Background: an optimization exercise with open tools, aiming at small area, a short achievable clock period and few clock cycles per item. Do not read the settings as production practice.
In this exercise RTL edits were held to simulation tests only and were not proved equivalent to the original.

==> inputs of ember <==
## Divider_Modulo
module Divider_Modulo (clk, reset, mode, valid_in, divisor, dividend, result, valid_out);
export LEC_CHECK = 0
export ABC_AREA = 1
export CAP_MARGIN = 20
export CORE_MARGIN = 2
export CORE_UTILIZATION = 50
export PLACE_DENSITY = 0.65
export SLEW_MARGIN = 20
export SYNTH_HIERARCHICAL = 1
create_clock -name core_clock -period 25.0 [get_ports {clk}]
standard.sh (not shown) runs the stock make flow with config.mk's settings and CLKGATE_MAP_FILE= SYNTH_SCRIPT=/design/flow/synth_recipe.tcl, a recipe that flattens the netlist after the stock synthesis.
==> flow/flow/run.sh <==
#!/bin/bash
# Own layout flow: the standard synthesis unchanged, then the standard
# layout with these changes:
#  - ports are buffered with buf_4 cells instead of the slow delay buffers the
#    default port buffering picks;
#  - repair may resize a cell to any cell of the same function;
set -euo pipefail
bash standard.sh synth > synth.log 2>&1
bash standard.sh "BUFFER_PORTS_ARGS=-buffer_cell sky130_fd_sc_hd__buf_4" \
  SETUP_SLACK_MARGIN=14 TNS_END_PERCENT=0 SKIP_INCREMENTAL_REPAIR=1 finish > layout.log 2>&1
==> zinc (differences from ember) <==
==> flow/run.sh (new file) <==
#!/bin/bash
# synth_recipe.tcl (not shown) runs the flow's synth.tcl, then flattens the netlist and writes it again
# the make line also repeats each setting of config.mk as NAME=value (left out here)
make -C /OpenROAD-flow-scripts/flow DESIGN_CONFIG=/design/flow/config.mk WORK_HOME=/design/flow/orfs CLKGATE_MAP_FILE= SYNTH_SCRIPT=/design/flow/synth_recipe.tcl finish
CORE_UTILIZATION = 65   (was 50)
PLACE_DENSITY = 0.8   (was 0.65)
removed: flow/flow/run.sh
removed: flow/standard.sh
==> comparison table <==
	zinc	ember
Met1 wire length	18500 µm	20000 µm
Result of the run	complete, no violations	complete, no violations
Taps Inserted	378	468
Relative max-transition margin	0.393	0.610
Max stage delay on crit path	0.67 ns	0.38 ns
Stages on worst setup path	39	41
Die outline width	172 µm	196 µm
DP Worst Slack	12.20 ns	12.96 ns
Share of cell area taken by multi-input logic gates	0.712	0.715
Final std cell area, no fill	18800 µm²	19100 µm²
Global-route track usage on met2	0.610	0.475
Reg2Reg Launch Point	dA[0]$_DFF_P_	dA[4]$_DFF_P_
Total area of multi-input combinational cells	13400 µm²	13600 µm²
Clock buffer and inverter area fraction after layout	0.0163	0.0161
Buf/Inv on CP	3	4
Arrival time at the worst endpoint	7.45 ns	6.11 ns
Register-to-register path setup slack	12.93 ns	14.07 ns
Core region area	27900 µm²	36400 µm²
Clock transition at the registers of the reported paths	0.08 ns	0.07 ns
Depth of the worst register-to-register path	83	86
Tot GR Track Use	0.313	0.244
Seq/total area	0.105	0.105
Testbench counts of ember, summed over its fixed seeds: cycles 8,000, items 4,000.
Testbench counts of zinc, summed over its fixed seeds: cycles 8,000, items 4,000.


==> 08-23 <==
Another version of the RTL of Divider_Modulo (not shown whole).
clock: 25.0 ns
lec_check: 0
abc_area: 1
cap_margin: 20
core_margin: 2
core_utilization: 40
slew_margin: 20
synth_hierarchical: 1
==> flow/flow/run.sh <==
#!/bin/bash
# Own layout flow: the standard synthesis unchanged, then the standard
# layout with these changes:
#  - ports are buffered with buf_4 cells instead of the slow delay buffers the
#    default port buffering picks;
#  - repair may resize a cell to any cell of the same function;
set -euo pipefail
bash standard.sh synth > synth.log 2>&1
bash standard.sh "BUFFER_PORTS_ARGS=-buffer_cell sky130_fd_sc_hd__buf_4" \
  SETUP_SLACK_MARGIN=14 TNS_END_PERCENT=0 SKIP_INCREMENTAL_REPAIR=1 finish > layout.log 2>&1
==> 02-04 (differences from 08-23) <==
==> flow/flow/run.sh (replaced) <==
#!/bin/bash
set -euo pipefail
MARGIN=${MARGIN:-16}
bash standard.sh synth > synth.log 2>&1
bash standard.sh SETUP_SLACK_MARGIN=$MARGIN finish > layout.log 2>&1
==> 12-20 (differences from 08-23) <==
==> flow/run.sh (new file) <==
#!/bin/bash
# synth_recipe.tcl (not shown) runs the flow's synth.tcl, then flattens the netlist and writes it again
# the make line also repeats each setting of config.mk as NAME=value (left out here)
make -C /OpenROAD-flow-scripts/flow DESIGN_CONFIG=/design/flow/config.mk WORK_HOME=/design/flow/orfs CLKGATE_MAP_FILE= SYNTH_SCRIPT=/design/flow/synth_recipe.tcl finish
removed: flow/flow/run.sh
removed: flow/standard.sh
==> comparison table <==
| metric | 08-23 | 02-04 | 12-20 |
|---|---|---|---|
| Result of the run | no timing/DRC/antenna violations | no timing/DRC/antenna violations | no timing/DRC/antenna violations |
| Highest metal layer with signal wires | met4 | met5 | met4 |
| Met1 track utilization from global routing | 0.225 | 0.286 | 0.216 |
| Via-to-Cell Ratio | 4.98 | 5.73 | 4.88 |
| ANT cells | 0 | 5 | 0 |
| Cell area reported after detailed placement | 18,700 um2 | 19,000 um2 | 18,900 um2 |
| Buffers & Inverters on Critical Path | 10 | 7 | 3 |
| Seq/total area | 0.103 | 0.0687 | 0.103 |
| Non-filler instance count after layout | 4,218 | 4,810 | 4,181 |
| Number of multi-input logic gates | 2,918 | 2,948 | 2,895 |
| First-pass detailed-route iteration total | 5 | 10 | 5 |
| NonClk Buf Share | 0.0321 | 0.189 | 0.0371 |
| Slowest cell on crit path | dfxtp_4 | dfxtp_4 | dfxtp_1 |
Testbench counts of 08-23, summed over its fixed seeds: cycles 8,000, items 4,000.
Testbench counts of 02-04, summed over its fixed seeds: cycles 8,000, items 4,000.
Testbench counts of 12-20, summed over its fixed seeds: cycles 8,000, items 4,000.

## afterwards: timing with drivers on the ports
The results above use ideal ports. As a check the final layouts listed here were re-extracted and re-timed, cells and wires unchanged. Step 1: set_driving_cell puts a clkbuf_16 on clk and a buf_2 on each other input, an assumption about the parent block. Step 2 adds t to the input delays and takes it off the output delays; t is the mean of the earliest and latest rising clock arrival at the registers after step 1. Input paths then give back, and output paths get back, about the clock's delay inside the block. Slacks: ideal ports / drivers / drivers and shift; pairs: ideal ports / drivers.
| run | t (ns) | setup WS [ns] | latest minus earliest clock arrival (ns) | worst data-port slew with drivers (ns) | cell pins on the clock port's net |
|---|---|---|---|---|---|
| ember | 0.404 | 13.892 / 13.846 / 13.629 | 0.014 / 0.014 | 0.05 | 1 |
| zinc | 0.410 | 12.554 / 12.507 / 12.177 | 0.009 / 0.010 | 0.05 | 1 |
| 08-23 | 0.423 | 13.962 / 13.962 / 13.962 | 0.009 / 0.010 | 0.07 | 1 |
| 02-04 | 0.445 | 13.491 / 13.434 / 13.601 | 0.012 / 0.012 | 0.10 | 1 |
| 12-20 | 0.422 | 11.833 / 11.833 / 11.833 | 0.012 / 0.012 | 0.07 | 1 |
After both steps setup and hold are still met in every run listed. The setup slack of zinc, which loses most, moves by -0.047 ns with the drivers and by -0.377 ns with both steps.
